Context: an optimization exercise on an open-source flow, tuned for small area, a short achievable clock period and few clock cycles. The choices shown serve that exercise and are no tape-out recipe.
At most, simulation tests tie the RTL to the original design; equivalence was not proved.
Only the layout flow was run in run 1; the RTL was not checked for function there.

==> flow/design.v (outline; a module is shown in full before it is edited, if it fits) <==
// module Register_File: 36 lines
// module Mul_CSA: 631 lines
// module Mul_CSA2: 343 lines
// module Mips_Top: 170 lines
module Mips_Top (
  input     wire              CLK,
  input     wire              RST,
  output    wire    [31:0]    PC,
  input     wire    [31:0]    Instr,
  output    wire    [31:0]    DataAddr,
  output    wire    [31:0]    WriteData,
  output    wire              MemWrite,
  input     wire    [31:0]    ReadData);
  // ...
==> flow/flow/run.sh <==
#!/bin/bash
# The standard ORFS layout (standard.sh), in two calls:
#  1. synthesis and floorplan with no setup margin, so the floorplan's
#     timing repair (which sees no wires yet) leaves the netlist alone;
#  2. the rest, with repair_timing asked for a setup slack margin, so the
#     placed design is repaired towards a shorter achieved period.
# The design is laid out and signed off at the design's clock and
# constraints throughout.
set -euo pipefail
bash standard.sh SETUP_SLACK_MARGIN=0 floorplan > standard_floorplan.log 2>&1
bash standard.sh SETUP_SLACK_MARGIN=17.9 finish > standard.log 2>&1
==> flow/standard.sh <==
#!/bin/bash
# synth_recipe.tcl (not shown) runs the flow's synth.tcl, then flattens the netlist and writes it again
# the make line also repeats each setting of config.mk as NAME=value (left out here)
make -C /OpenROAD-flow-scripts/flow DESIGN_CONFIG=/design/flow/config.mk WORK_HOME=/design/flow/orfs CLKGATE_MAP_FILE= SYNTH_SCRIPT=/design/flow/synth_recipe.tcl "${@:-finish}"
==> flow/config.mk <==
export PLATFORM = sky130hd
export DESIGN_NAME = Mips_Top
export DESIGN_NICKNAME = Mips_Top
export VERILOG_FILES = /design/flow/design.v
export SDC_FILE = /design/flow/constraint.sdc
export NUM_CORES = 8
export LEC_CHECK = 0
export CAP_MARGIN = 20
export CORE_MARGIN = 2
export CORE_UTILIZATION = 40
export CTS_CLUSTER_DIAMETER = 100
export CTS_CLUSTER_SIZE = 25
export SLEW_MARGIN = 20
==> flow/constraint.sdc <==
create_clock -name core_clock -period 24.0 [get_ports {CLK}]
set_input_delay 4.8000 -clock core_clock [delete_from_list [all_inputs] [get_ports {CLK}]]
set_output_delay 4.8000 -clock core_clock [all_outputs]
set_load 0.01 [all_outputs]
==> load_flow_metrics.sql, run 1 <==
INSERT INTO impl_metrics (metric_group, metric, value, unit) VALUES
('status', 'result_of_the_run', 'timing/DRC/antenna clean', ''),
('worst_setup_path', 'worstPathArrival', '6.82', 'ns'),
('cells_and_area', 'layout.nonclk_buf_frac', '0.0654', ''),
('worst_setup_path', 'cp_num_cells', '9', ''),
('clock_network', 'clock_path_buffers', '3', ''),
('cells_and_area', 'final_layout_size_suffix_gt1_frac', '0.159', ''),
('worst_setup_path', 'worstPathBufferInverterCount', '3', ''),
('cells_and_area', 'antenna-diode-count', '19', ''),
('place', 'place.detailed.hpwl', '193000', 'um'),
('sta', 'hold_ws', '0.351', 'ns'),
('clock_network', 'worst_setup_hold_path_clk_slew', '0.11', 'ns'),
('floorplanning', 'ios', '163', ''),
('clock_network', 'numCtsBuffers', '69', ''),
('cells_and_area', 'fraction_of_standard_cell_area_in_multi_input_logic', '0.399', ''),
('detailed_routing', 'route.detailed.drc', '0', ''),
('cells_and_area', 'multiInputGateArea', '32900', 'sq um'),
('grt', 'grt_util_all_layers', '0.362', ''),
('detailed_routing', 'dr_total_vias', '60600', ''),
('synthesis', 'netlist.area_leader.share', '0.432', ''),
('synthesis', 'synth-compound-area-share', '0.198', ''),
('cells_and_area', 'multi_input_gates', '3843', ''),
('floorplanning', 'number_of_well_taps', '2340', ''),
('cells_and_area', 'layout-area-overhead-vs-synth', '15.7', '%'),
('cells_and_area', 'largest-register', 'U_Register_File.rf', ''),
('sta', 'worstMarginPinSlew', '1.16', 'ns');
==> module Mips_Top, before the edit <==
module Mips_Top (
  input     wire              CLK,
  input     wire              RST,
  output    wire    [31:0]    PC,
  input     wire    [31:0]    Instr,
  output    wire    [31:0]    DataAddr,
  output    wire    [31:0]    WriteData,
  output    wire              MemWrite,
  input     wire    [31:0]    ReadData);
  localparam [5:0] OP_R    = 6'b000000;
  localparam [5:0] OP_ADDI = 6'b001000;
  localparam [5:0] OP_LW   = 6'b100011;
  localparam [5:0] OP_SW   = 6'b101011;
  localparam [5:0] OP_BEQ  = 6'b000100;
  localparam [5:0] OP_J    = 6'b000010;
  localparam [2:0] ALU_ADD = 3'd0;
  localparam [2:0] ALU_SUB = 3'd1;
  localparam [2:0] ALU_AND = 3'd2;
  localparam [2:0] ALU_OR  = 3'd3;
  localparam [2:0] ALU_SLT = 3'd4;
  localparam [2:0] ALU_MUL = 3'd5;
  reg  [31:0] pc_q;
  reg         e_valid;
  reg         e_we, e_lw, e_sw, e_beq, e_mul, e_imm;
  reg  [2:0]  e_op;
  reg  [4:0]  e_dst;
  reg  [15:0] e_immv;
  reg  [31:0] e_A, e_B;
  reg         e_fam, e_faw, e_fbm, e_fbw;    
  reg         m_valid;
  reg         m_we, m_lw, m_mul;
  reg  [4:0]  m_dst;
  reg  [31:0] m_alu, m_c;
  reg  [15:0] m_ah;
  reg  [16:0] m_bh;
  reg  [31:0] da_q, wd_q;
  reg         mw_q;
  reg         w_valid;
  reg  [4:0]  w_dst;
  reg  [31:0] w_data;
  wire [31:0] rf_rd1, rf_rd2;
  Register_File U_Register_File (
    .CLK(CLK), .RST(RST),
    .RA1(Instr[25:21]), .RA2(Instr[20:16]),
    .WE(m_wen), .WA(m_dst), .WD(m_res),
    .RD1(rf_rd1), .RD2(rf_rd2));
  wire [5:0]  f_op  = Instr[31:26];
  wire [4:0]  f_rs  = Instr[25:21];
  wire [4:0]  f_rt  = Instr[20:16];
  wire [4:0]  f_rd  = Instr[15:11];
  wire [5:0]  f_fn  = Instr[5:0];
  wire f_isr    = (f_op == OP_R);
  wire f_isaddi = (f_op == OP_ADDI);
  wire f_islw   = (f_op == OP_LW);
  wire f_issw   = (f_op == OP_SW);
  wire f_isbeq  = (f_op == OP_BEQ);
  wire f_isj    = (f_op == OP_J);
  wire [5:0] f_blo = {1'b0, pc_q[6:2]} + 6'd1 + {1'b0, Instr[4:0]};
  wire f_isbu   = f_isbeq & (f_rs == f_rt) & (Instr[15:5] == 11'd0) & ~f_blo[5];
  wire f_isbc   = f_isbeq & ~f_isbu;
  wire f_use_rs = f_isr | f_isaddi | f_islw | f_issw | f_isbc;
  wire f_use_rt = f_isr | f_issw | f_isbc;
  reg  [2:0] f_aluop;
  always @(*) begin
    f_aluop = ALU_ADD;
    if (f_isr) begin
      case (f_fn)
        6'b100010: f_aluop = ALU_SUB;
        6'b100100: f_aluop = ALU_AND;
        6'b100101: f_aluop = ALU_OR;
        6'b101010: f_aluop = ALU_SLT;
        6'b011100: f_aluop = ALU_MUL;
        default:   f_aluop = ALU_ADD;
      endcase
    end
  end
  wire e_late  = e_valid & (e_lw | e_mul);
  wire f_may_rt = (f_op[5] & f_op[3]) | (~f_op[5] & ~f_op[3] & ~f_op[1]);
  wire f_stall  = e_late & ((f_rs == e_dst) | (f_may_rt & (f_rt == e_dst)));
  wire [31:0] srcA = e_fam ? m_alu : e_faw ? w_data : e_A;
  wire [31:0] rtv  = e_fbm ? m_alu : e_fbw ? w_data : e_B;
  wire [31:0] sext = {{16{e_immv[15]}}, e_immv};
  wire [31:0] srcB = e_imm ? sext : rtv;
  wire        is_sub = (e_op == ALU_SUB) | (e_op == ALU_SLT);
  wire [32:0] sum    = {1'b0, srcA} + {1'b0, is_sub ? ~srcB : srcB} + {32'd0, is_sub};
  wire        ltu    = ~sum[32];
  wire [31:0] mul_s, mul_c;
  Mul_CSA U_Mul_CSA (.A(srcA), .B(rtv[15:0]), .S(mul_s), .C(mul_c));
  reg  [31:0] alu;
  always @(*) begin
    case (e_op)
      ALU_AND: alu = srcA & srcB;
      ALU_OR:  alu = srcA | srcB;
      ALU_SLT: alu = {31'd0, ltu};
      ALU_MUL: alu = mul_s;
      default: alu = sum[31:0];
    endcase
  end
  wire        e_taken = e_valid & e_beq & (srcA == rtv);
  wire [29:0] e_tgt   = pc_q[31:2] + {{14{e_immv[15]}}, e_immv};
  wire [31:0] mul_s2, mul_c2;
  Mul_CSA2 U_Mul_CSA2 (.S(m_alu), .C(m_c), .A(m_ah), .B(m_bh), .S2(mul_s2), .C2(mul_c2));
  wire [31:0] mulres = mul_s2 + mul_c2;
  wire [31:0] m_res  = m_lw ? ReadData : (m_mul ? mulres : m_alu);
  wire        m_wen  = m_valid & m_we;
  assign PC        = pc_q;
  assign DataAddr  = da_q;
  assign WriteData = wd_q;
  assign MemWrite  = mw_q;
  wire [31:0] pc4   = pc_q + 32'd4;
  wire [29:0] f_btg   = {pc4[31:7], f_blo[4:0]};
  wire        s_e  = RST & e_taken;
  wire        s_h  = RST & ~e_taken & f_stall;
  wire        s_j  = RST & ~e_taken & ~f_stall & f_isj;
  wire        s_b  = RST & ~e_taken & ~f_stall & f_isbu;
  wire        s_s  = RST & ~e_taken & ~f_stall & ~f_isj & ~f_isbu;
  wire [31:0] pc_n = ({32{s_e}} & {e_tgt, 2'b00}) |
                     ({32{s_h}} & pc_q) |
                     ({32{s_j}} & {pc4[31:28], Instr[25:0], 2'b00}) |
                     ({32{s_b}} & {f_btg, 2'b00}) |
                     ({32{s_s}} & pc4);
  always @(posedge CLK) begin
    pc_q <= pc_n;
  end
  always @(posedge CLK or negedge RST) begin
    if (!RST) begin
      e_valid <= 1'b0;
      m_valid <= 1'b0;
      w_valid <= 1'b0;
      m_lw    <= 1'b0;
      m_mul   <= 1'b0;
      m_alu   <= 32'd0;
      mw_q    <= 1'b0;
    end else begin
      e_valid <= ~e_taken & ~f_stall & f_use_rs;
      m_valid <= e_valid;
      w_valid <= m_wen;
      m_lw    <= e_lw;
      m_mul   <= e_mul;
      m_alu   <= alu;
      mw_q    <= e_valid & e_sw;
    end
  end
  always @(posedge CLK) begin
    e_we   <= f_isr | f_isaddi | f_islw;
    e_lw   <= f_islw;
    e_sw   <= f_issw;
    e_beq  <= f_isbc;
    e_mul  <= f_isr & (f_fn == 6'b011100);
    e_imm  <= f_isaddi | f_islw | f_issw;
    e_op   <= f_aluop;
    e_dst  <= f_isr ? f_rd : f_rt;
    e_immv <= Instr[15:0];
    e_A    <= rf_rd1;
    e_B    <= rf_rd2;
    e_fam  <= e_valid & e_we & ~e_lw & ~e_mul & (f_rs == e_dst);
    e_fbm  <= e_valid & e_we & ~e_lw & ~e_mul & (f_rt == e_dst);
    e_faw  <= m_wen & (f_rs == m_dst);
    e_fbw  <= m_wen & (f_rt == m_dst);
    m_we   <= e_we;
    m_dst  <= e_dst;
    m_c    <= mul_c;
    m_ah   <= srcA[15:0];
    m_bh   <= srcB[31:15];      
    da_q   <= sum[31:0];
    wd_q   <= rtv;
    w_dst  <= m_dst;
    w_data <= m_res;
  end
endmodule
==> run 2: changes to the inputs <==
--- a/flow/design.v
+++ b/flow/design.v
@@ -1050,2 +1050,4 @@
   reg  [31:0] w_data;
+  wire        m_wen;           
+  wire [31:0] m_res;           
   wire [31:0] rf_rd1, rf_rd2;
@@ -1071,3 +1073,2 @@
   wire f_use_rs = f_isr | f_isaddi | f_islw | f_issw | f_isbc;
-  wire f_use_rt = f_isr | f_issw | f_isbc;
   reg  [2:0] f_aluop;
@@ -1113,4 +1114,4 @@
   wire [31:0] mulres = mul_s2 + mul_c2;
-  wire [31:0] m_res  = m_lw ? ReadData : (m_mul ? mulres : m_alu);
-  wire        m_wen  = m_valid & m_we;
+  assign m_res = m_lw ? ReadData : (m_mul ? mulres : m_alu);
+  assign m_wen = m_valid & m_we;
   assign PC        = pc_q;
--- a/flow/flow/run.sh
+++ b/flow/flow/run.sh
@@ -10,2 +10,2 @@
 bash standard.sh SETUP_SLACK_MARGIN=0 floorplan > standard_floorplan.log 2>&1
-bash standard.sh SETUP_SLACK_MARGIN=17.9 finish > standard.log 2>&1
+bash standard.sh SETUP_SLACK_MARGIN=17.85 finish > standard.log 2>&1
==> load_flow_metrics.sql, run 2 <==
INSERT INTO impl_metrics (metric_group, metric, value, unit) VALUES
('synthesis', 'synth_top_cells_by_count', '1024 x edfxtp_1, 699 x a22oi_1, 373 x xnor2_1, 336 x inv_1, 316 x clkbuf_1', ''),
('sta', 'max_freq', '0.160', 'GHz'),
('synthesis', 'postSynth.topFlopCell', 'edfxtp_1', ''),
('clock_network', 'clock_path_buffers', '3', ''),
('run', 'maxCapViolations', '0', ''),
('synthesis', 'avgSynthCellArea', '12.0', 'sq um'),
('sta', 'hold_viol_final', '0', ''),
('status', 'result_of_the_run', 'timing/DRC/antenna clean', ''),
('floorplanning', 'fp.coreArea', '176000', 'sq um'),
('floorplanning', 'std_cell_rows', '154', ''),
('cells_and_area', 'finish.utilization', '0.463', ''),
('floorplanning', 'die_y', '426', 'um'),
('synthesis', 'postSynthRegisterBits', '1356', ''),
('cells_and_area', 'layout.cells.most_common_list', '1024 x edfxtp_1, 699 x a22oi_1, 371 x xnor2_1, 333 x inv_1, 314 x a22o_1', ''),
('sta', 'timing.slew.headroom', '0.200', ''),
('clock_network', 'clkSinkCount', '1356', ''),
('synthesis', 'synth.area.top_cells', 'edfxtp_1 43%, dfxtp_1 8.3%, a22oi_1 7.4%', ''),
('cells_and_area', 'fin_area', '81700', 'sq um'),
('detailed_routing', 'detailedRoute.firstPassIterationCount', '10', ''),
('detailed_routing', 'route.detailed.drc', '0', ''),
('floorplanning', 'die_width', '426', 'um'),
('worst_setup_path', 'path_class', 'in2reg', ''),
('worst_setup_path', 'cp-start-kind', 'input port', ''),
('clock_network', 'cts_htree_levels', '3', ''),
('detailed_routing', 'postRouteAntennaNets', '0', ''),
('detailed_routing', 'route.detailed.vias_per_inst', '7.07', ''),
('clock_network', 'cts.hold.buffers_added', '0', ''),
('place', 'gp_congestion', '0.980', ''),
('cells_and_area', 'largest_register_ffs', '1024', ''),
('sta', 'worstMarginPinSlew', '1.19', 'ns'),
('synthesis', 'syn-num-nets', '6347', ''),
('clock_network', 'numCtsBuffers', '69', ''),
('synthesis', 'synth_enable_flop_cells', '1024', ''),
('cells_and_area', 'layout-area-overhead-vs-synth', '14.6', '%'),
('synthesis', 'synthArstFlopShare', '0.0273', ''),
('synthesis', 'count_of_mapped_cells_out_of_synthesis', '5926', ''),
('detailed_routing', 'finalWirelength', '340000', 'um'),
('grt', 'vias_in_the_first_global_route', '56800', ''),
('floorplanning', 'ios', '163', ''),
('min_path', 'timing.hold.worst.class', 'reg2reg', ''),
('synthesis', 'ys_warn_count', '3', ''),
('grt', 'pin_count_of_the_biggest_net_entering_global_routing', '67', ''),
('place', 'place.detailed.hpwl', '193000', 'um'),
('clock_network', 'worst_setup_hold_path_clk_slew', '0.11', 'ns'),
('synthesis', 'yosysMostFrequentCell', 'edfxtp_1', ''),
('cells_and_area', 'final_common_cell', 'edfxtp_1', ''),
('synthesis', 'synth_top_cell_by_area', 'edfxtp_1', ''),
('sta', 'unrepaired_setup_endpoints_after_global_routing', 'true', ''),
('floorplanning', 'start_util', '0.404', ''),
('cells_and_area', 'nNetsFinal', '6516', ''),
('worst_setup_path', 'worstPathRequired', '24.66', 'ns'),
('place', 'place_area', '76800', 'sq um'),
('clock_network', 'clock-root-buffer', 'clkbuf_16', ''),
('synthesis', 'syn-cell-area', '71200', 'sq um'),
('worst_setup_path', 'crit_fanout', '32', ''),
('detailed_routing', 'dr_total_vias', '60100', ''),
('worst_setup_path', 'critical_path.endpoint_type', 'flip-flop', ''),
('clock_network', 'insertion_delay', '0.79', 'ns'),
('synthesis', 'sequential_to_total_area_share_from_yosys_stat', '0.527', ''),
('grt', 'global_route.overflow_total', '0', ''),
('floorplanning', 'die_area', '182000', 'sq um'),
('detailed_routing', 'routed_wire_length_per_instance', '40.0', 'um'),
('cells_and_area', 'fillCellCount', '16100', ''),
('sta', 'post-route-min-period', '6.26', 'ns'),
('grt', 'grt_util_all_layers', '0.361', ''),
('sta', 'final_max_slew_viol_count', '0', ''),
('cells_and_area', 'final_layout_size_suffix_gt1_frac', '0.146', ''),
('grt', 'antenna_violations_before_repair', '25', ''),
('sta', 'layout_worst_path_cycle_share', '0.261', ''),
('place', 'port_buffer_cells', '162', ''),
('clock_network', 'cts_tree', 'built', ''),
('detailed_routing', 'dr.first_iter.drc_count', '11500', ''),
('cells_and_area', 'largest-register', 'U_Register_File.rf', ''),
('sta', 'fin_worst_skew', '0.0623', 'ns'),
('synthesis', 'synthDistinctLibCells', '92', ''),
('sta', 'setup_viol_count_final', '0', ''),
('grt', 'grt_first_pass_wirelength', '457000', 'um'),
('synthesis', 'netlist.area_leader.share', '0.432', ''),
('sta', 'final.setup.tns', '0', 'ns'),
('worst_setup_path', 'worstPathArrival', '6.93', 'ns');
run 2: cell counts after synthesis:
No cell type changed its count.
run 2: kinds of logic after synthesis:
logic type	synth area share
AO/OA/AOI/OAI	0.198
flip-flops	0.527
AND/OR/NAND/NOR	0.0703
buffers and inverters	0.0401
XOR/XNOR	0.0549
adder cells (fa/ha/maj)	0.0874
multiplexers	0.0221
run 2: timing repair:
action / in CTS / in global routing
gates cloned: 6 / 10
setup endpoints to repair: 1353 / 289
buffers inserted: 97 / 19
resized for setup: 612 / 201
pin swaps: 24 / 27
run 2: worst paths after layout:
check,end,slack (ns),start,cells past startpoint
max in group asynchronous,m_lw,19.20,RST,2
worst max register to register,U_Register_File.rf[17][31],18.02,m_bh[1],17
worst max-delay path,e_B[26],17.74,Instr[20],9
min in group asynchronous,mw_q,3.99,RST,1
worst min-delay path,m_lw,0.35,e_lw,0
worst min register to register,m_lw,0.35,e_lw,0
run 2: layer usage:
layer,routed length [um],up-vias,track usage,share of wire
li1,-,23400,-,-
met1,116000,29300,0.440,0.34
met2,140000,5649,0.527,0.41
met3,51400,1768,0.136,0.15
met4,32800,12,0.252,0.096
met5,85,-,0.000794,0.00025
run 2: cell type report:
type / count / area, sq um / share of cell area
Antenna cell: 18 / 45.0 / 0.000552
Clock buffer: 108 / 1890 / 0.0231
Sequential cell: 1356 / 37700 / 0.462
Timing Repair Buffer: 485 / 4850 / 0.0595
Inverter: 341 / 1290 / 0.0158
Tap cell: 2340 / 2930 / 0.0359
Clock inverter: 18 / 320 / 0.00392
Multi-Input combinational cell: 3842 / 32600 / 0.399
run 2: worst max-delay path: stages:
cell	delay, ns
buf_6	0.16
nor2_1	0.07
nand2_2	0.21
nor2_4	0.06
buf_6	0.23
a22o_1	0.36
a221oi_1	0.35
nand4_1	0.13
or3_1	0.37
run 2: stage by stage:
stage          setup WS [ns]  hold slack [ns]  instances
4_1_cts                17.81            0.352       8460
6_report               17.74            0.352       8508
3_5_place_dp           15.72            0.337       8231
2_1_floorplan          17.06            0.332       5926
3_3_place_gp           15.73            0.330       8231
5_1_grt                17.79            0.371       8498
Testbench counts of run 2, summed over its fixed seeds: cycles 35,985.
==> run 3: changes to the inputs <==
--- a/flow/flow/run.sh
+++ b/flow/flow/run.sh
@@ -10,2 +10,2 @@
 bash standard.sh SETUP_SLACK_MARGIN=0 floorplan > standard_floorplan.log 2>&1
-bash standard.sh SETUP_SLACK_MARGIN=17.85 finish > standard.log 2>&1
+bash standard.sh SETUP_SLACK_MARGIN=17.95 finish > standard.log 2>&1
==> load_flow_metrics.sql, run 3 <==
INSERT INTO impl_metrics (metric_group, metric, value, unit) VALUES
('synthesis', 'postSynthRegisterBits', '1356', ''),
('grt', 'antenna_violations_before_repair', '33', ''),
('cells_and_area', 'finish.cell_count_without_fillers', '8639', ''),
('detailed_routing', 'detailedRoute.firstPassIterationCount', '10', ''),
('sta', 'hold_viol_final', '0', ''),
('synthesis', 'synth_enable_flop_cells', '1024', ''),
('place', 'numPlacedInstances', '8231', ''),
('worst_setup_path', 'cp-start-kind', 'input port', ''),
('place', 'place_area', '76800', 'sq um'),
('run', 'maxCapViolations', '0', ''),
('clock_network', 'worst_setup_hold_path_clk_slew', '0.11', 'ns'),
('place', 'port_buffer_cells', '162', ''),
('sta', 'setup_viol_count_final', '0', ''),
('worst_setup_path', 'crit_fanout', '32', ''),
('place', 'place.detailed.hpwl', '193000', 'um'),
('floorplanning', 'die_y', '426', 'um'),
('floorplanning', 'ios', '163', ''),
('clock_network', 'cts_htree_levels', '3', ''),
('floorplanning', 'start_util', '0.404', ''),
('synthesis', 'postSynth.topFlopCell', 'edfxtp_1', ''),
('cells_and_area', 'layout.cells.most_common_list', '1024 x edfxtp_1, 688 x a22oi_1, 371 x xnor2_1, 333 x inv_1, 313 x a22o_1', ''),
('clock_network', 'clock_path_buffers', '3', ''),
('grt', 'global_route.overflow_total', '0', ''),
('detailed_routing', 'finalWirelength', '355000', 'um'),
('synthesis', 'synthDistinctLibCells', '92', ''),
('min_path', 'timing.hold.worst.class', 'reg2reg', ''),
('sta', 'unrepaired_setup_endpoints_after_global_routing', 'true', ''),
('synthesis', 'avgSynthCellArea', '12.0', 'sq um'),
('floorplanning', 'std_cell_rows', '154', ''),
('synthesis', 'synth_top_cell_by_area', 'edfxtp_1', ''),
('sta', 'hold_ws', '0.351', 'ns'),
('sta', 'fin_worst_skew', '0.0638', 'ns'),
('min_path', 'worst_hold_path.num_cells', '0', ''),
('synthesis', 'ys_warn_count', '3', ''),
('synthesis', 'sequential_to_total_area_share_from_yosys_stat', '0.527', ''),
('status', 'result_of_the_run', 'failed layout checks', ''),
('floorplanning', 'die_width', '426', 'um'),
('cells_and_area', 'final_common_cell', 'edfxtp_1', ''),
('sta', 'post-route-min-period', '6.16', 'ns'),
('grt', 'grt_util_all_layers', '0.366', ''),
('synthesis', 'synth.area.top_cells', 'edfxtp_1 43%, dfxtp_1 8.3%, a22oi_1 7.4%', ''),
('detailed_routing', 'dr_total_vias', '62400', ''),
('clock_network', 'numCtsBuffers', '69', ''),
('floorplanning', 'die_area', '182000', 'sq um'),
('status', 'so_faults', 'antenna violations', ''),
('cells_and_area', 'nNetsFinal', '6624', ''),
('clock_network', 'cts_tree', 'built', ''),
('worst_setup_path', 'critical_path.endpoint_type', 'flip-flop', ''),
('clock_network', 'clkSinkCount', '1356', ''),
('cells_and_area', 'fillCellCount', '15800', ''),
('cells_and_area', 'fin_area', '83900', 'sq um'),
('detailed_routing', 'dr.first_iter.drc_count', '12300', ''),
('clock_network', 'insertion_delay', '0.79', 'ns'),
('grt', 'grt_first_pass_wirelength', '463000', 'um'),
('synthesis', 'netlist.area_leader.share', '0.432', ''),
('sta', 'final_max_slew_viol_count', '0', ''),
('synthesis', 'syn-num-nets', '6347', ''),
('worst_setup_path', 'worstRegToRegCells', '17', ''),
('detailed_routing', 'postRouteAntennaNets', '1', ''),
('synthesis', 'synth_top_cells_by_count', '1024 x edfxtp_1, 699 x a22oi_1, 373 x xnor2_1, 336 x inv_1, 316 x clkbuf_1', ''),
('grt', 'pin_count_of_the_biggest_net_entering_global_routing', '68', ''),
('worst_setup_path', 'worstPathRequired', '24.64', 'ns'),
('grt', 'vias_in_the_first_global_route', '57000', ''),
('detailed_routing', 'route.detailed.drc', '0', ''),
('cells_and_area', 'largest_register_ffs', '1024', ''),
('cells_and_area', 'largest-register', 'U_Register_File.rf', ''),
('sta', 'worstMarginPinSlew', '1.22', 'ns'),
('synthesis', 'yosysMostFrequentCell', 'edfxtp_1', ''),
('clock_network', 'clock-root-buffer', 'clkbuf_16', ''),
('cells_and_area', 'layout-area-overhead-vs-synth', '17.8', '%'),
('sta', 'timing.slew.headroom', '0.186', ''),
('cells_and_area', 'final_layout_size_suffix_gt1_frac', '0.176', ''),
('place', 'gp_congestion', '0.980', ''),
('detailed_routing', 'route.detailed.vias_per_inst', '7.22', ''),
('floorplanning', 'fp.coreArea', '176000', 'sq um'),
('worst_setup_path', 'worstPathArrival', '6.80', 'ns'),
('sta', 'max_freq', '0.162', 'GHz'),
('synthesis', 'syn-cell-area', '71200', 'sq um'),
('synthesis', 'count_of_mapped_cells_out_of_synthesis', '5926', ''),
('detailed_routing', 'routed_wire_length_per_instance', '41.1', 'um'),
('worst_setup_path', 'path_class', 'in2reg', ''),
('synthesis', 'synthArstFlopShare', '0.0273', ''),
('sta', 'layout_worst_path_cycle_share', '0.257', ''),
('sta', 'final.setup.tns', '0', 'ns');
## run 3: cell count changes in the layout (fill, tap and decap cells not counted), sizes merged
cell / delta
buf: +135
clkdlybuf4s15: -34
diode: +23
clkbuf: +12
dlymetal6s2s: -7
dlygate4sd2: +2
clkinv: -1
clkinvlp: +1
## run 3: critical path, stage by stage
cell,delay [ns]
buf_8,0.13
or3b_4,0.31
nor2_4,0.06
buf_12,0.19
a22o_1,0.33
a221oi_1,0.30
nand4_1,0.13
or3_1,0.41
## run 3: layout make-up
cell class                 count  area [sq um]  area share
sequential                  1356         37700       0.450
multi-input combinational   3842         33000       0.394
timing repair buffer         593          6600      0.0786
tap                         2340          2930      0.0349
clock buffer                 108          1890      0.0225
inverter                     341          1290      0.0154
clock inverter                18           320     0.00382
antenna                       41           103     0.00122
## run 3: logic make-up (layout without fill, tap and decap cells)
group | count (synthesis) | after routing | synth area share
AO/OA/AOI/OAI | 1903 | 1907 | 0.198
flip-flops | 1356 | 1356 | 0.527
AND/OR/NAND/NOR | 962 | 962 | 0.0703
buffers and inverters | 732 | 1060 | 0.0401
XOR/XNOR | 447 | 447 | 0.0549
adder cells (fa/ha/maj) | 385 | 385 | 0.0874
multiplexers | 141 | 141 | 0.0221
other | 0 | 41 | 0
## run 3: path summary, 6_finish.rpt
path	startpoint	end	slack [ns]
setup reg to reg	m_bh[1]	U_Register_File.rf[9][31]	18.15
hold reg to reg	e_lw	m_lw	0.35
setup / recovery	Instr[19]	e_B[13]	17.84
min in group asynchronous	RST	mw_q	4.00
max in group asynchronous	RST	m_lw	19.20
hold / removal	e_lw	m_lw	0.35
## run 3: metal layers
layer  vias up  GRT usage  share of wire
li1      23600          -              -
met1     30400      0.446           0.34
met2      6325      0.528           0.41
met3      1976      0.142           0.16
met4        16      0.265           0.10
met5         -    0.00688        0.00052
## run 3: what timing repair did
item                                     CTS  global route
endpoints found under the setup margin  1394           333
cloned                                    12            25
hold buffers                               0             0
hold endpoints to repair                   0             0
pin swaps                                 30            94
buffers inserted                         115            88
gates resized for setup                  864           240
## run 3: stage by stage
| stage | setup slack (ns) | util |
|---|---|---|
| final | 17.84 | 0.475 |
| after global placement | 15.73 | 0.435 |
| after detailed placement | 15.72 | 0.435 |
| after floorplan | 17.06 | - |
| after global routing | 17.84 | 0.475 |
| after CTS | 17.88 | 0.461 |
==> run 4: changes to the inputs <==
--- a/flow/flow/run.sh
+++ b/flow/flow/run.sh
@@ -10,2 +10,2 @@
 bash standard.sh SETUP_SLACK_MARGIN=0 floorplan > standard_floorplan.log 2>&1
-bash standard.sh SETUP_SLACK_MARGIN=17.95 finish > standard.log 2>&1
+bash standard.sh SETUP_SLACK_MARGIN=17.9 finish > standard.log 2>&1
==> load_flow_metrics.sql, run 4 <==
INSERT INTO impl_metrics (metric_group, metric, value, unit) VALUES
('cells_and_area', 'layout.cells.most_common_list', '1024 x edfxtp_1, 695 x a22oi_1, 371 x xnor2_1, 333 x inv_1, 314 x a22o_1', ''),
('clock_network', 'cts_htree_levels', '3', ''),
('synthesis', 'synth_top_cell_by_area', 'edfxtp_1', ''),
('clock_network', 'insertion_delay', '0.79', 'ns'),
('synthesis', 'sequential_to_total_area_share_from_yosys_stat', '0.527', ''),
('worst_setup_path', 'crit_fanout', '32', ''),
('clock_network', 'worst_setup_hold_path_clk_slew', '0.11', 'ns'),
('sta', 'unrepaired_setup_endpoints_after_global_routing', 'true', ''),
('detailed_routing', 'route.detailed.vias_per_inst', '7.09', ''),
('floorplanning', 'die_y', '426', 'um'),
('synthesis', 'avgSynthCellArea', '12.0', 'sq um'),
('sta', 'hold_viol_final', '0', ''),
('floorplanning', 'std_cell_rows', '154', ''),
('grt', 'antenna_violations_before_repair', '23', ''),
('cells_and_area', 'largest_register_ffs', '1024', ''),
('run', 'maxCapViolations', '0', ''),
('sta', 'post-route-min-period', '6.19', 'ns'),
('worst_setup_path', 'cell_with_the_biggest_individual_delay_on_the_critical_path', 'or4_1', ''),
('min_path', 'timing.hold.worst.class', 'reg2reg', ''),
('sta', 'hold_ws', '0.351', 'ns'),
('place', 'port_buffer_cells', '162', ''),
('sta', 'setup_viol_count_final', '0', ''),
('worst_setup_path', 'cp-start-kind', 'input port', ''),
('synthesis', 'synthDistinctLibCells', '92', ''),
('synthesis', 'synth_enable_flop_cells', '1024', ''),
('synthesis', 'syn-num-nets', '6347', ''),
('synthesis', 'postSynth.topFlopCell', 'edfxtp_1', ''),
('place', 'gp_congestion', '0.980', ''),
('grt', 'grt_first_pass_wirelength', '459000', 'um'),
('synthesis', 'syn-cell-area', '71200', 'sq um'),
('detailed_routing', 'detailedRoute.firstPassIterationCount', '9', ''),
('detailed_routing', 'postRouteAntennaNets', '0', ''),
('synthesis', 'synthArstFlopShare', '0.0273', ''),
('clock_network', 'clkSinkCount', '1356', ''),
('detailed_routing', 'finalWirelength', '344000', 'um'),
('sta', 'final.setup.tns', '0', 'ns'),
('synthesis', 'synth.area.top_cells', 'edfxtp_1 43%, dfxtp_1 8.3%, a22oi_1 7.4%', ''),
('sta', 'timing.final.ws_setup', '17.81', 'ns'),
('floorplanning', 'fp.coreArea', '176000', 'sq um'),
('synthesis', 'count_of_mapped_cells_out_of_synthesis', '5926', ''),
('place', 'place_worst_setup_slack', '15.72', 'ns'),
('cells_and_area', 'layout-area-overhead-vs-synth', '15.7', '%'),
('place', 'place.detailed.hpwl', '193000', 'um'),
('floorplanning', 'die_area', '182000', 'sq um'),
('clock_network', 'clock_path_buffers', '3', ''),
('grt', 'pin_count_of_the_biggest_net_entering_global_routing', '67', ''),
('cells_and_area', 'final_layout_size_suffix_gt1_frac', '0.159', ''),
('worst_setup_path', 'worstPathRequired', '24.63', 'ns'),
('clock_network', 'numCtsBuffers', '69', ''),
('cells_and_area', 'final_common_cell', 'edfxtp_1', ''),
('cells_and_area', 'largest-register', 'U_Register_File.rf', ''),
('synthesis', 'synth_top_cells_by_count', '1024 x edfxtp_1, 699 x a22oi_1, 373 x xnor2_1, 336 x inv_1, 316 x clkbuf_1', ''),
('grt', 'grt_util_all_layers', '0.362', ''),
('detailed_routing', 'route.detailed.drc', '0', ''),
('synthesis', 'ys_warn_count', '3', ''),
('grt', 'vias_in_the_first_global_route', '56800', ''),
('floorplanning', 'start_util', '0.404', ''),
('sta', 'worstMarginPinSlew', '1.16', 'ns'),
('sta', 'timing.slew.headroom', '0.201', ''),
('clock_network', 'clock-root-buffer', 'clkbuf_16', ''),
('synthesis', 'netlist.area_leader.share', '0.432', ''),
('floorplanning', 'ios', '163', ''),
('sta', 'final_max_slew_viol_count', '0', ''),
('synthesis', 'yosysMostFrequentCell', 'edfxtp_1', ''),
('worst_setup_path', 'critical_path.endpoint_type', 'flip-flop', ''),
('detailed_routing', 'dr_total_vias', '60600', ''),
('detailed_routing', 'routed_wire_length_per_instance', '40.2', 'um'),
('sta', 'max_freq', '0.162', 'GHz'),
('cells_and_area', 'nNetsFinal', '6558', ''),
('sta', 'fin_worst_skew', '0.0619', 'ns'),
('synthesis', 'postSynthRegisterBits', '1356', ''),
('floorplanning', 'die_width', '426', 'um'),
('worst_setup_path', 'path_class', 'in2reg', ''),
('worst_setup_path', 'cp_cell_sequence', 'buf_12 -> clkinvlp_4 -> nand2_8 -> nor2_4 -> buf_8 -> a22o_1 -> a221oi_1 -> nand3_1 -> or4_1', ''),
('worst_setup_path', 'worstPathArrival', '6.82', 'ns'),
('grt', 'global_route.overflow_total', '0', ''),
('clock_network', 'cts_tree', 'built', ''),
('worst_setup_path', 'critical-path-max-stage-delay', '0.53', 'ns'),
('detailed_routing', 'dr.first_iter.drc_count', '11800', ''),
('status', 'result_of_the_run', 'timing/DRC/antenna clean', ''),
('sta', 'layout_worst_path_cycle_share', '0.258', '');
## run 4: cell counts after synthesis
Identical to the previous run, type by type.
## run 4: cells by family after synthesis
family	synth area share
buffers and inverters	0.0401
DFF	0.527
AOI/OAI and AO/OA	0.198
adders and majority gates	0.0874
and+or+nand+nor	0.0703
xor gates and xnor gates	0.0549
muxes	0.0221
## run 4: per-stage QoR
| stage | utilization | instance area, sq um | instances |
|---|---|---|---|
| floorplan | - | 71200 | 5926 |
| global placement | 0.435 | 76800 | 8231 |
| detailed placement | 0.435 | 76800 | 8231 |
| CTS | 0.457 | 80700 | 8468 |
| global route | 0.467 | 82400 | 8539 |
| finish | 0.467 | 82400 | 8551 |
## run 4: area by class of cell
type	instances	area, sq um
Tap cell	2340	2930
Multi-Input combinational cell	3843	32900
Inverter	341	1290
Timing Repair Buffer	526	5390
Antenna cell	19	47.5
Clock inverter	18	320
Fill cell	16000	94100
Sequential cell	1356	37700
Clock buffer	108	1890
## run 4: path summary, 6_finish.rpt
check,start,to,slack (ns),cells past startpoint
worst min-delay path,e_lw,m_lw,0.35,0
min in group asynchronous,RST,mw_q,4.00,1
worst min register to register,e_lw,m_lw,0.35,0
worst max register to register,e_fbw,m_alu[30],18.09,19
max in group asynchronous,RST,m_lw,19.21,2
worst max-delay path,Instr[22],e_A[27],17.81,9
## run 4: what timing repair did
item                                     CTS  global route
pin swaps                                 28            46
resized for setup                        739           224
buffers inserted                         104            48
endpoints found under the setup margin  1358           298
hold buffers                               0             0
gates cloned                               7            15
## run 4: critical path: cells and delay by family
family                 cells  cell delay, ns
AO/OA/AOI/OAI              2            0.54
buffers and inverters      3            0.55
AND/OR/NAND/NOR            4            0.89
## run 4: metal layers
metal	track usage	share of wire
met1	0.441	0.34
met2	0.529	0.41
met3	0.137	0.15
met4	0.253	0.097
met5	0	0.00032
==> run 5: changes to the inputs <==
--- a/flow/design.v
+++ b/flow/design.v
@@ -1174,3 +1174,3 @@
     m_ah   <= srcA[15:0];
-    m_bh   <= srcB[31:15];      
+    m_bh   <= rtv[31:15];
     da_q   <= sum[31:0];
==> load_flow_metrics.sql, run 5 <==
INSERT INTO impl_metrics (metric_group, metric, value, unit) VALUES
('status', 'result_of_the_run', 'timing/DRC/antenna clean', ''),
('grt', 'vias_in_the_first_global_route', '56000', ''),
('synthesis', 'count_of_mapped_cells_out_of_synthesis', '5888', ''),
('synthesis', 'sequential_to_total_area_share_from_yosys_stat', '0.526', ''),
('sta', 'unrepaired_setup_endpoints_after_global_routing', 'true', ''),
('sta', 'max_freq', '0.161', 'GHz'),
('place', 'port_buffer_cells', '162', ''),
('worst_setup_path', 'cell_with_the_biggest_individual_delay_on_the_critical_path', 'or4_4', ''),
('floorplanning', 'ios', '163', ''),
('sta', 'final.setup.tns', '0', 'ns'),
('sta', 'timing.slew.headroom', '0.239', ''),
('clock_network', 'clock-root-buffer', 'clkbuf_16', ''),
('floorplanning', 'fp.coreArea', '176000', 'sq um'),
('place', 'place_worst_setup_slack', '15.82', 'ns'),
('floorplanning', 'die_width', '425', 'um'),
('detailed_routing', 'dr_total_vias', '60200', ''),
('synthesis', 'postSynthRegisterBits', '1339', ''),
('clock_network', 'numCtsBuffers', '69', ''),
('worst_setup_path', 'worstPathRequired', '24.62', 'ns'),
('cells_and_area', 'largest-register', 'U_Register_File.rf', ''),
('clock_network', 'cts_tree', 'built', ''),
('synthesis', 'synth.area.top_cells', 'edfxtp_1 43%, dfxtp_1 7.9%, a22oi_1 7.3%', ''),
('detailed_routing', 'route.detailed.drc', '0', ''),
('grt', 'antenna_violations_before_repair', '18', ''),
('clock_network', 'clkSinkCount', '1339', ''),
('synthesis', 'synthDistinctLibCells', '84', ''),
('synthesis', 'synth_enable_flop_cells', '1024', ''),
('detailed_routing', 'detailedRoute.firstPassIterationCount', '11', ''),
('detailed_routing', 'finalWirelength', '334000', 'um'),
('detailed_routing', 'dr.first_iter.drc_count', '11300', ''),
('clock_network', 'worst_setup_hold_path_clk_slew', '0.11', 'ns'),
('clock_network', 'cts.hold.buffers_added', '0', ''),
('grt', 'grt_first_pass_wirelength', '447000', 'um'),
('grt', 'pin_count_of_the_biggest_net_entering_global_routing', '67', ''),
('run', 'maxCapViolations', '0', ''),
('floorplanning', 'std_cell_rows', '154', ''),
('synthesis', 'synth_top_cell_by_area', 'edfxtp_1', ''),
('detailed_routing', 'routed_wire_length_per_instance', '39.5', 'um'),
('sta', 'setup_viol_count_final', '0', ''),
('synthesis', 'yosysMostFrequentCell', 'edfxtp_1', ''),
('synthesis', 'synth_top_cells_by_count', '1024 x edfxtp_1, 691 x a22oi_1, 360 x xnor2_1, 341 x inv_1, 320 x a22o_1', ''),
('worst_setup_path', 'worstPathBufferInverterCount', '2', ''),
('place', 'place.detailed.hpwl', '187000', 'um'),
('synthesis', 'syn-cell-area', '70800', 'sq um'),
('floorplanning', 'die_area', '180000', 'sq um'),
('worst_setup_path', 'path_class', 'in2reg', ''),
('floorplanning', 'start_util', '0.402', ''),
('detailed_routing', 'route.detailed.vias_per_inst', '7.12', '');
## run 5: layer usage
layer | share of wire | GRT usage
met4 | 0.096 | 0.235
met5 | 0.00083 | 0.00661
met3 | 0.16 | 0.143
met2 | 0.41 | 0.513
met1 | 0.34 | 0.430
## run 5: per-stage QoR
| step | utilization | std cells | hold slack, ns | area [sq um] |
|---|---|---|---|---|
| final | 0.461 | 8457 | 0.400 | 81100 |
| after global routing | 0.461 | 8452 | 0.403 | 81100 |
| after CTS | 0.455 | 8409 | 0.390 | 80000 |
| after detailed placement | 0.434 | 8187 | 0.361 | 76300 |
| after global placement | 0.434 | 8187 | 0.355 | 76300 |
| after floorplan | - | 5888 | 0.332 | 70800 |
## run 5: kinds of logic (layout without fill, tap and decap cells)
kind of cell | Yosys count | in the layout | share of synthesized area
multiplexers | 135 | 135 | 0.0207
AND/OR/NAND/NOR | 928 | 930 | 0.0679
AO/OA/AOI/OAI | 1902 | 1905 | 0.200
buffers and inverters | 744 | 962 | 0.0410
XOR/XNOR | 454 | 454 | 0.0562
flip-flops | 1339 | 1339 | 0.526
adder cells (fa/ha/maj) | 386 | 386 | 0.0882
other | 0 | 6 | 0
## run 5: area by class of cell
class	count	area [sq um]
Antenna cell	6	15.0
Clock buffer	110	1880
Tap cell	2340	2930
Clock inverter	15	259
Sequential cell	1339	37400
Inverter	346	1300
Timing Repair Buffer	491	4850
Fill cell	15700	94800
Multi-Input combinational cell	3810	32400
## run 5: worst paths after layout
path | startpoint | endpoint | cells after the start
hold reg to reg | e_we | m_we | 0
min in group asynchronous | RST | mw_q | 1
setup / recovery | Instr[23] | e_A[23] | 8
max in group asynchronous | RST | m_lw | 2
setup reg to reg | e_fbw | m_alu[18] | 16
hold / removal | e_we | m_we | 0
## run 5: timing repair
action | CTS | global route
pin swaps | 24 | 22
endpoints found under the setup margin | 1456 | 574
gates resized for setup | 730 | 155
setup buffers | 91 | 34
cloned | 6 | 8
Testbench counts of run 5, summed over its fixed seeds: cycles 35,985.

## re-timing with driven ports
How much do the figures lean on ideal ports? The routed layouts below were timed once more, with nothing changed but the port constraints.
Step 1 (the two cells are an assumption about what drives the block):
set clk [get_ports {CLK}]
set_driving_cell -lib_cell sky130_fd_sc_hd__clkbuf_16 $clk
set_driving_cell -lib_cell sky130_fd_sc_hd__buf_2 [delete_from_list [all_inputs] $clk]
Step 2 also shifts input and output timing later by t, the mid clock arrival at the registers, as if the neighbouring blocks saw the same clock.
a / b / c = no drivers / after step 1 / after step 2; a / b = the first two.
run	t (ns)	setup slack, ns	worst hold slack (ns)	pins driven straight from the clock port
run 1	0.837	17.814 / 17.831 / 16.995	0.351 / 0.351 / 0.351	1
run 2	0.843	17.738 / 17.773 / 16.931	0.352 / 0.352 / 0.352	1
run 3	0.836	17.837 / 17.845 / 17.020	0.351 / 0.351 / 0.351	1
run 4	0.837	17.814 / 17.831 / 16.995	0.351 / 0.351 / 0.351	1
run 5	0.810	17.772 / 17.816 / 17.006	0.400 / 0.400 / 0.400	1
